Source: an optimization exercise on an open RTL-to-GDS flow (aim: small area). Production flows keep margins and buffers that such runs may drop. At most, simulation tests tie the RTL to the original design; equivalence was not proved.

==> run X <==
Design apollo_top, start of the top module:
module apollo_top(
	input clk,
	input rst_n,
	input rs232_rx,
	output rs232_tx,
	input [7:0] in_ad_data,
	output out_ad_clk,
	output Sftclk,
	output Lchclk,
	output SDout,
	output test1,
	output test2
);
clock: 20.0 ns
lec_check: 0
cap_margin: 20
core_margin: 2
core_utilization: 40
cts_cluster_diameter: 80
cts_cluster_size: 30
place_density: 0.6
slew_margin: 20
run.sh (not shown) runs the stock make flow with config.mk's settings and CLKGATE_MAP_FILE= SYNTH_SCRIPT=/design/flow/synth_recipe.tcl, a recipe that flattens the netlist after the stock synthesis.
==> run P (differences from run X) <==
--- a/flow/design.v
+++ b/flow/design.v
@@ -19,12 +19,13 @@
 reg rx_busy, rx_bps, rx_int;
 reg [8:0] rx_cnt;
 reg [3:0] rx_num;
 reg [7:0] rx_data;
 wire rx_cnt_end = rx_cnt[8] & rx_cnt[7] & rx_cnt[5] & rx_cnt[4] & rx_cnt[1];	 
-always @(posedge clk)
-	if (rx_busy && !rx_cnt_end) rx_cnt <= rx_cnt + 9'd1;
+always @(posedge clk or negedge rst_n)
+	if (!rst_n) rx_cnt <= 9'd0;
+	else if (rx_busy && !rx_cnt_end) rx_cnt <= rx_cnt + 9'd1;
 	else rx_cnt <= 9'd0;
 always @(posedge clk or negedge rst_n)
 	if (!rst_n) rx_bps <= 1'b0;
 	else rx_bps <= rx_busy && (rx_cnt == 9'd217);
 wire rx_num9 = rx_num[3] & rx_num[0];
@@ -70,12 +71,13 @@
 	else if (tx_start) tx_en <= 1'b1;
 	else if (tx_num11) tx_en <= 1'b0;
 always @(posedge clk)
 	if (tx_start) tx_data <= tx_in;
 wire tx_cnt_end = tx_cnt[8] & tx_cnt[7] & tx_cnt[5] & tx_cnt[4] & tx_cnt[1];
-always @(posedge clk)
-	if (tx_en && !tx_cnt_end) tx_cnt <= tx_cnt + 9'd1;
+always @(posedge clk or negedge rst_n)
+	if (!rst_n) tx_cnt <= 9'd0;
+	else if (tx_en && !tx_cnt_end) tx_cnt <= tx_cnt + 9'd1;
 	else tx_cnt <= 9'd0;
 always @(posedge clk or negedge rst_n)
 	if (!rst_n) tx_bps <= 1'b0;
 	else tx_bps <= tx_en && (tx_cnt == 9'd217);
 always @(posedge clk or negedge rst_n)
@@ -108,39 +110,40 @@
 reg [14:0] out_cnt;
 reg [7:0] level_r, scode_r;
 always @(posedge clk or negedge rst_n)
 	if (!rst_n) begin
 		recv_en <= 1'b0; ctr_out <= 1'b0; recv_rst_r <= 1'b1; level_r <= 8'd100;
-		p1 <= 1'b0; state <= S_IDLE; txl <= 2'd0; txsel <= 1'b0;
-		tx_write_r <= 1'b0; scode_rdy_r <= 1'b0;
+		p1 <= 1'b0; out_cnt <= 15'd0; state <= S_IDLE; txl <= 2'd0; txsel <= 1'b0;
+		tx_write_r <= 1'b0; scode_r <= 8'd0; scode_rdy_r <= 1'b0;
 	end else case (state)
 		S_IDLE:
 			if (rx_int)
 				case (rx_data)
 					8'd1: state <= S_RESET;
 					8'd2: state <= S_ON;
 					8'd3: state <= S_OFF;
-					8'd4: state <= S_STATUS;
+					8'd4: begin out_cnt <= 15'd20000; state <= S_STATUS; end
 					8'd5: state <= S_SILENCE;
 					8'd6: state <= S_LEVEL;
 					default: state <= S_RETURN;
 				endcase
-		S_RESET: begin scode_rdy_r <= 1'b1; recv_rst_r <= 1'b0; state <= S_RETURN; end
-		S_ON:    begin scode_rdy_r <= 1'b1; recv_en <= 1'b1; state <= S_RETURN; end
-		S_OFF:   begin scode_rdy_r <= 1'b1; recv_en <= 1'b0; state <= S_RETURN; end
+		S_RESET: begin scode_r <= 8'd0; scode_rdy_r <= 1'b1; recv_rst_r <= 1'b0; state <= S_RETURN; end
+		S_ON:    begin scode_r <= 8'd1; scode_rdy_r <= 1'b1; recv_en <= 1'b1; state <= S_RETURN; end
+		S_OFF:   begin scode_r <= 8'd2; scode_rdy_r <= 1'b1; recv_en <= 1'b0; state <= S_RETURN; end
 		S_STATUS: begin
 			ctr_out <= 1'b1;
+			out_cnt <= out_cnt - 15'd1;
 			if (out_cnt == 15'd20000) tx_write_r <= 1'b0;
 			else if (out_cnt == 15'd19998) begin txl <= {recv_en, ctr_out}; txsel <= 1'b0; tx_write_r <= 1'b1; end
 			else if (out_cnt == 15'd10008) tx_write_r <= 1'b0;
 			else if (out_cnt == 15'd9998) begin txsel <= 1'b1; tx_write_r <= 1'b1; end
 			else if (out_cnt == 15'd0) state <= S_RETURN;
 		end
 		S_SILENCE:
 			if (rx_int) begin p1 <= (rx_data == 8'd1); state <= S_RETURN; end
 		S_LEVEL:
-			if (rx_int) begin scode_rdy_r <= 1'b1; level_r <= rx_data; state <= S_RETURN; end
+			if (rx_int) begin scode_r <= rx_data; scode_rdy_r <= 1'b1; level_r <= rx_data; state <= S_RETURN; end
 		S_RETURN:
 			case (state_r)
 				S_RESET: recv_rst_r <= 1'b1;
 				S_ON:      begin ctr_out <= 1'b1; txl <= recv_en ? 2'd1 : 2'd2; txsel <= 1'b0; tx_write_r <= 1'b1; end
 				S_OFF:     begin ctr_out <= 1'b1; txl <= recv_en ? 2'd2 : 2'd1; txsel <= 1'b0; tx_write_r <= 1'b1; end
@@ -150,21 +153,10 @@
 				S_RETURN:  begin tx_write_r <= 1'b0; scode_rdy_r <= 1'b0; state <= S_IDLE; end
 				default: ;
 			endcase
 		default: state <= S_IDLE;
 	endcase
-always @(posedge clk)
-	if (state == S_IDLE && rx_int && rx_data == 8'd4) out_cnt <= 15'd20000;
-	else if (state == S_STATUS) out_cnt <= out_cnt - 15'd1;
-always @(posedge clk)
-	case (state)
-		S_RESET: scode_r <= 8'd0;
-		S_ON: scode_r <= 8'd1;
-		S_OFF: scode_r <= 8'd2;
-		S_LEVEL: if (rx_int) scode_r <= rx_data;
-		default: ;
-	endcase
 always @(posedge clk or negedge rst_n)
 	if (!rst_n) state_r <= S_IDLE;
 	else state_r <= state;
 wire [7:0] recv_in;
 wire recv_write;
@@ -180,10 +172,11 @@
 always @(posedge clk or negedge rrst_n)
 	if (!rrst_n) adout <= 8'd0;
 	else if (ce && acnt == 4'd10) adout <= in_ad_data;
 assign out_ad_clk = acnt[3];
 wire den = (acnt == 4'd11);	 
+wire a12 = (acnt == 4'd12);
 wire a13 = (acnt == 4'd13);
 wire bdata = adout > level_r;
 assign test1 = bdata;
 reg [4:0] gcnt;
 reg g8;
@@ -264,30 +257,42 @@
 assign test2 = ben;
 reg [5:0] ph;
 always @(posedge clk or negedge rrst_n)
 	if (!rrst_n) ph <= 6'd0;
 	else ph <= ph + 6'd1;
-reg [12:0] pv;
+reg [255:0] dring;
+reg [4:0] dwp;
+reg dW, dlap;
+reg [7:0] dnxt;
+wire dpend = (ce & den) | dW;
+wire dwr = dpend & (ph[3:0] == dwp[4:1]);
+wire [15:0] d15 = dring[255:240];
+wire [15:0] d14 = dring[239:224];
+always @(posedge clk)
+	dring <= {dring[239:0],
+		(dwr & dwp[0]) ? adout : d15[15:8],
+		(dwr & ~dwp[0]) ? adout : d15[7:0]};
 always @(posedge clk or negedge rrst_n)
-	if (!rrst_n) pv <= 13'd0;
-	else if (ce && a13) pv <= pv + {5'd0, adout};
-wire snap = ce & g8 & (gcnt == 5'd9);	 
-wire [3:0] nhm2 = nh9 ? 4'd7 : (nh7 ? 4'd5 : 4'd6);
-reg [12:0] k7, k8, bas;
-always @(posedge clk)
-	if (snap && (cdc == nhm2 || (cdc == 4'd0 && pd_ahead))) k7 <= pv;
-always @(posedge clk)
-	if (snap && cdc == nhm1) k8 <= pv;
-reg fb1;
+	if (!rrst_n) begin dwp <= 5'd0; dW <= 1'b0; dlap <= 1'b1; dnxt <= 8'd0; end
+	else begin
+		dW <= dpend & ~dwr;
+		if (dwr) begin
+			dwp <= dwp + 5'd1;
+			if (dwp == 5'd30) dlap <= 1'b0;
+			dnxt <= dlap ? 8'd0 : (dwp[0] ? d14[7:0] : d15[15:8]);
+		end
+	end
+reg [12:0] sum;
+reg [6:0] aver;
 always @(posedge clk or negedge rrst_n)
-	if (!rrst_n) begin bas <= 13'd0; fb1 <= 1'b1; end
-	else if (ce && ben) begin
-		fb1 <= 1'b0;
-		if (!fb1) bas <= (nh7 | nh9) ? k7 : k8;
+	if (!rrst_n) sum <= 13'd0;
+	else if (ce) begin
+		if (den) sum <= sum - {5'd0, dnxt};
+		else if (a12) sum <= sum + {5'd0, adout};
 	end
-wire [12:0] avs = pv - bas;
-wire [6:0] aver = avs[12:6];
+always @(posedge clk)
+	if (ce && a13) aver <= sum[12:6];
 reg [6:0] llv;
 reg [7:0] rssi;
 reg rflag;
 always @(posedge clk or negedge rrst_n)
 	if (!rrst_n) llv <= 7'd0;
@@ -323,43 +328,29 @@
 	if (!rrst_n) rsum <= 15'd0;
 	else if (ce && rflag) begin
 		if (g3) rsum <= rsum - {7'd0, rnxt};
 		else if (g4) rsum <= rsum + {7'd0, rssi};
 	end
-reg [43:0] bre;	 
-reg [43:0] bro;	 
+reg [43:0] bbe;	 
+reg [43:0] bbo;	 
+always @(posedge clk or negedge rrst_n)
+	if (!rrst_n) bbe <= 44'd0;
+	else if (ce && ben) bbe <= {bbo[42:0], bin};
+always @(posedge clk)
+	if (ce && ben) bbo <= bbe;
 wire [87:0] bbuf;
 genvar gi;
 generate for (gi = 0; gi < 44; gi = gi + 1) begin : g_bb
-	assign bbuf[2*gi] = bre[gi];
-	assign bbuf[2*gi+1] = bro[gi];
+	assign bbuf[2*gi] = bbe[gi];
+	assign bbuf[2*gi+1] = bbo[gi];
 end endgenerate
-reg [6:0] phc;
-reg bW, mflag;
-wire aligned = (phc == 7'd0);
-wire bpush = aligned & (bW | (ce & ben));
-always @(posedge clk or negedge rrst_n)
-	if (!rrst_n) bre <= 44'd0;
-	else bre <= {bro[42:0], bpush ? bin : bro[43]};
-always @(posedge clk)
-	bro <= bre;
-always @(posedge clk or negedge rrst_n)
-	if (!rrst_n) begin phc <= 7'd0; bW <= 1'b0; end
-	else begin
-		if (bpush || (phc[6] & phc[4] & phc[2] & phc[1] & phc[0])) phc <= 7'd0;
-		else phc <= phc + 7'd1;
-		if (bpush) bW <= 1'b0;
-		else if (ce && ben) bW <= 1'b1;
-	end
-always @(posedge clk)
-	if (aligned)
-		mflag <= bbuf[87] & bbuf[86] & ~bbuf[85] & ~bbuf[84] & ~bbuf[3] & ~bbuf[2] & bbuf[1] & bbuf[0];
+wire match = bbuf[87] & bbuf[86] & ~bbuf[85] & ~bbuf[84] & ~bbuf[3] & ~bbuf[2] & bbuf[1] & bbuf[0];
 reg dpend_f;	 
 always @(posedge clk or negedge rrst_n)
 	if (!rrst_n) dpend_f <= 1'b0;
 	else if (ce) begin
-		if (ben && mflag) dpend_f <= 1'b1;
+		if (ben && match) dpend_f <= 1'b1;
 		else if (g11) dpend_f <= 1'b0;
 	end
 wire fden = dpend_f & g11;
 function [7:0] man;
 	input [15:0] d;
@@ -379,58 +370,50 @@
 	else if (ce) begin
 		ts_r <= ts;
 		if (fden) ts <= 1'b1;
 		else if (fcnt[3]) ts <= 1'b0;
 	end
-always @(posedge clk)
-	if (ce) begin
+always @(posedge clk or negedge rrst_n)
+	if (!rrst_n) begin ocnt <= 13'd0; fcnt <= 4'd0; end
+	else if (ce) begin
 		if (tsp) begin ocnt <= 13'd0; fcnt <= 4'd0; end
 		else if (ts) begin
 			if (oc6000) begin ocnt <= 13'd0; fcnt <= fcnt + 4'd1; end
 			else ocnt <= ocnt + 13'd1;
 		end else begin ocnt <= 13'd0; fcnt <= 4'd0; end
 	end
 reg [7:0] f_uh, f_ul, f_zid, f_cnt, f_typ, f_rssi;
-reg floadW;
-wire fload = floadW & aligned & ~bW;
-always @(posedge clk or negedge rrst_n)
-	if (!rrst_n) floadW <= 1'b0;
-	else if (fload) floadW <= 1'b0;
-	else if (ce && tsp) floadW <= 1'b1;
 always @(posedge clk)
-	if (fload) begin
+	if (ce && tsp) begin
 		f_uh <= man(bbuf[84:69]);
 		f_ul <= man(bbuf[68:53]);
 		f_zid <= man(bbuf[52:37]);
 		f_typ <= man(bbuf[36:21]);
 		f_cnt <= man(bbuf[20:5]);
+		f_rssi <= rsum[14:7];
 	end
-always @(posedge clk)
-	if (ce && tsp) f_rssi <= rsum[14:7];
-reg sent_any;
-wire pre50 = (ocnt <= 13'd50);
-wire [2:0] idx = fcnt[2:0] - {2'd0, pre50};
 reg [7:0] fb;
 always @(*)
-	case (idx)
+	case (fcnt[2:0])
 		3'd0: fb = 8'hCA;
 		3'd1: fb = f_uh;
 		3'd2: fb = f_ul;
 		3'd3: fb = f_zid;
 		3'd4: fb = f_cnt;
 		3'd5: fb = f_typ;
 		3'd6: fb = f_rssi;
 		default: fb = 8'hFE;
 	endcase
+reg [7:0] dout_r;
 reg drdy_r;
 always @(posedge clk or negedge rrst_n)
-	if (!rrst_n) begin sent_any <= 1'b0; drdy_r <= 1'b0; end
+	if (!rrst_n) begin dout_r <= 8'd0; drdy_r <= 1'b0; end
 	else if (ce) begin
-		if (ts && oc50) begin sent_any <= 1'b1; drdy_r <= 1'b1; end
+		if (ts && oc50) begin dout_r <= fb; drdy_r <= 1'b1; end
 		else drdy_r <= 1'b0;
 	end
-assign recv_in = sent_any ? fb : 8'd0;
+assign recv_in = dout_r;
 assign recv_write = drdy_r;
 reg refresh_r;
 always @(posedge clk or negedge rst_n)
 	if (!rst_n) refresh_r <= 1'b0;
 	else if (scode_rdy_r) refresh_r <= 1'b1;
Settings changed: CORE_UTILIZATION 40 to 60, CTS_BUF_LIST set to sky130_fd_sc_hd__clkbuf_4, CTS_CLUSTER_DIAMETER 80 to unset, CTS_CLUSTER_SIZE 30 to unset, PLACE_DENSITY 0.6 to 0.75.
==> run E (differences from run X) <==
--- a/flow/design.v
+++ b/flow/design.v
@@ -323,43 +323,29 @@
 	if (!rrst_n) rsum <= 15'd0;
 	else if (ce && rflag) begin
 		if (g3) rsum <= rsum - {7'd0, rnxt};
 		else if (g4) rsum <= rsum + {7'd0, rssi};
 	end
-reg [43:0] bre;	 
-reg [43:0] bro;	 
+reg [43:0] bbe;	 
+reg [43:0] bbo;	 
+always @(posedge clk or negedge rrst_n)
+	if (!rrst_n) bbe <= 44'd0;
+	else if (ce && ben) bbe <= {bbo[42:0], bin};
+always @(posedge clk)
+	if (ce && ben) bbo <= bbe;
 wire [87:0] bbuf;
 genvar gi;
 generate for (gi = 0; gi < 44; gi = gi + 1) begin : g_bb
-	assign bbuf[2*gi] = bre[gi];
-	assign bbuf[2*gi+1] = bro[gi];
+	assign bbuf[2*gi] = bbe[gi];
+	assign bbuf[2*gi+1] = bbo[gi];
 end endgenerate
-reg [6:0] phc;
-reg bW, mflag;
-wire aligned = (phc == 7'd0);
-wire bpush = aligned & (bW | (ce & ben));
-always @(posedge clk or negedge rrst_n)
-	if (!rrst_n) bre <= 44'd0;
-	else bre <= {bro[42:0], bpush ? bin : bro[43]};
-always @(posedge clk)
-	bro <= bre;
-always @(posedge clk or negedge rrst_n)
-	if (!rrst_n) begin phc <= 7'd0; bW <= 1'b0; end
-	else begin
-		if (bpush || (phc[6] & phc[4] & phc[2] & phc[1] & phc[0])) phc <= 7'd0;
-		else phc <= phc + 7'd1;
-		if (bpush) bW <= 1'b0;
-		else if (ce && ben) bW <= 1'b1;
-	end
-always @(posedge clk)
-	if (aligned)
-		mflag <= bbuf[87] & bbuf[86] & ~bbuf[85] & ~bbuf[84] & ~bbuf[3] & ~bbuf[2] & bbuf[1] & bbuf[0];
+wire match = bbuf[87] & bbuf[86] & ~bbuf[85] & ~bbuf[84] & ~bbuf[3] & ~bbuf[2] & bbuf[1] & bbuf[0];
 reg dpend_f;	 
 always @(posedge clk or negedge rrst_n)
 	if (!rrst_n) dpend_f <= 1'b0;
 	else if (ce) begin
-		if (ben && mflag) dpend_f <= 1'b1;
+		if (ben && match) dpend_f <= 1'b1;
 		else if (g11) dpend_f <= 1'b0;
 	end
 wire fden = dpend_f & g11;
 function [7:0] man;
 	input [15:0] d;
@@ -388,26 +374,19 @@
 			if (oc6000) begin ocnt <= 13'd0; fcnt <= fcnt + 4'd1; end
 			else ocnt <= ocnt + 13'd1;
 		end else begin ocnt <= 13'd0; fcnt <= 4'd0; end
 	end
 reg [7:0] f_uh, f_ul, f_zid, f_cnt, f_typ, f_rssi;
-reg floadW;
-wire fload = floadW & aligned & ~bW;
-always @(posedge clk or negedge rrst_n)
-	if (!rrst_n) floadW <= 1'b0;
-	else if (fload) floadW <= 1'b0;
-	else if (ce && tsp) floadW <= 1'b1;
 always @(posedge clk)
-	if (fload) begin
+	if (ce && tsp) begin
 		f_uh <= man(bbuf[84:69]);
 		f_ul <= man(bbuf[68:53]);
 		f_zid <= man(bbuf[52:37]);
 		f_typ <= man(bbuf[36:21]);
 		f_cnt <= man(bbuf[20:5]);
+		f_rssi <= rsum[14:7];
 	end
-always @(posedge clk)
-	if (ce && tsp) f_rssi <= rsum[14:7];
 reg sent_any;
 wire pre50 = (ocnt <= 13'd50);
 wire [2:0] idx = fcnt[2:0] - {2'd0, pre50};
 reg [7:0] fb;
 always @(*)
Settings changed: CTS_CLUSTER_DIAMETER 80 to unset, CTS_CLUSTER_SIZE 30 to unset.
==> results by group <==
Floorplan
  • Taps Inserted: 837
  • Die ar.: 0.0646 mm^2

Run status
  • Outcome: complete, no violations

Synthesis
  • Mapped Cells: 2787
  • Multiplexer share of the synthesized area: 4.16%
  • Avg Synthesized Cell Area: 13.5 um^2

Critical path
  • Reg2reg setup slack: 16.03 ns

Finish
  • Multi-input combinational area share: 22.2%
(the above is from run P)
==> results by group <==
Run status
  • Outcome: complete, no violations

Floorplan
  • Die ar.: 0.0824 mm^2
  • Taps Inserted: 1050

Finish
  • Multi-input combinational area share: 25.4%

Critical path
  • Reg2reg setup slack: 16.32 ns

Synthesis
  • Mapped Cells: 2506
  • Multiplexer share of the synthesized area: 2.48%
  • Avg Synthesized Cell Area: 12.8 um^2
(the above is from run X)
==> results by group <==
Run status
  • Outcome: complete, no violations

Finish
  • Multi-input combinational area share: 24.8%

Floorplan
  • Taps Inserted: 1060
  • Die ar.: 0.0837 mm^2

Synthesis
  • Multiplexer share of the synthesized area: 4.19%
  • Avg Synthesized Cell Area: 13.1 um^2

Critical path
  • Reg2reg setup slack: 16.10 ns
(the above is from run E)
The RTL of run X was laid out without a check of its function.

afterwards: timing with drivers on the ports:
No port has a modelled driver above. Below, the same layouts with a new extraction and two added sets of constraints. Step 1: set_driving_cell puts a clkbuf_16 on clk and a buf_2 on each other input, an assumption about the parent block. Step 2 moves the port delays by t, midway between the first and last clock arrival at a register: inputs arrive t later, outputs are due t later. That takes back most of the time a late clock gives input paths. a / b / c = ideal / step 1 / step 2; a / b = the first two.
| run | t, ns | slack for setup (ns) | worst hold slack (ns) | worst setup path at the end | pins driven straight from the clock port |
|---|---|---|---|---|---|
| run X | 0.643 | 12.591 / 12.536 / 13.179 | 0.320 / 0.320 / 0.320 | register to output | 1 |
| run P | 1.147 | 11.930 / 11.873 / 13.021 | 0.217 / 0.217 / 0.217 | register to output | 1 |
| run E | 0.693 | 12.429 / 12.370 / 13.062 | 0.313 / 0.313 / 0.313 | register to output | 1 |
After both steps every run listed still meets setup and hold.
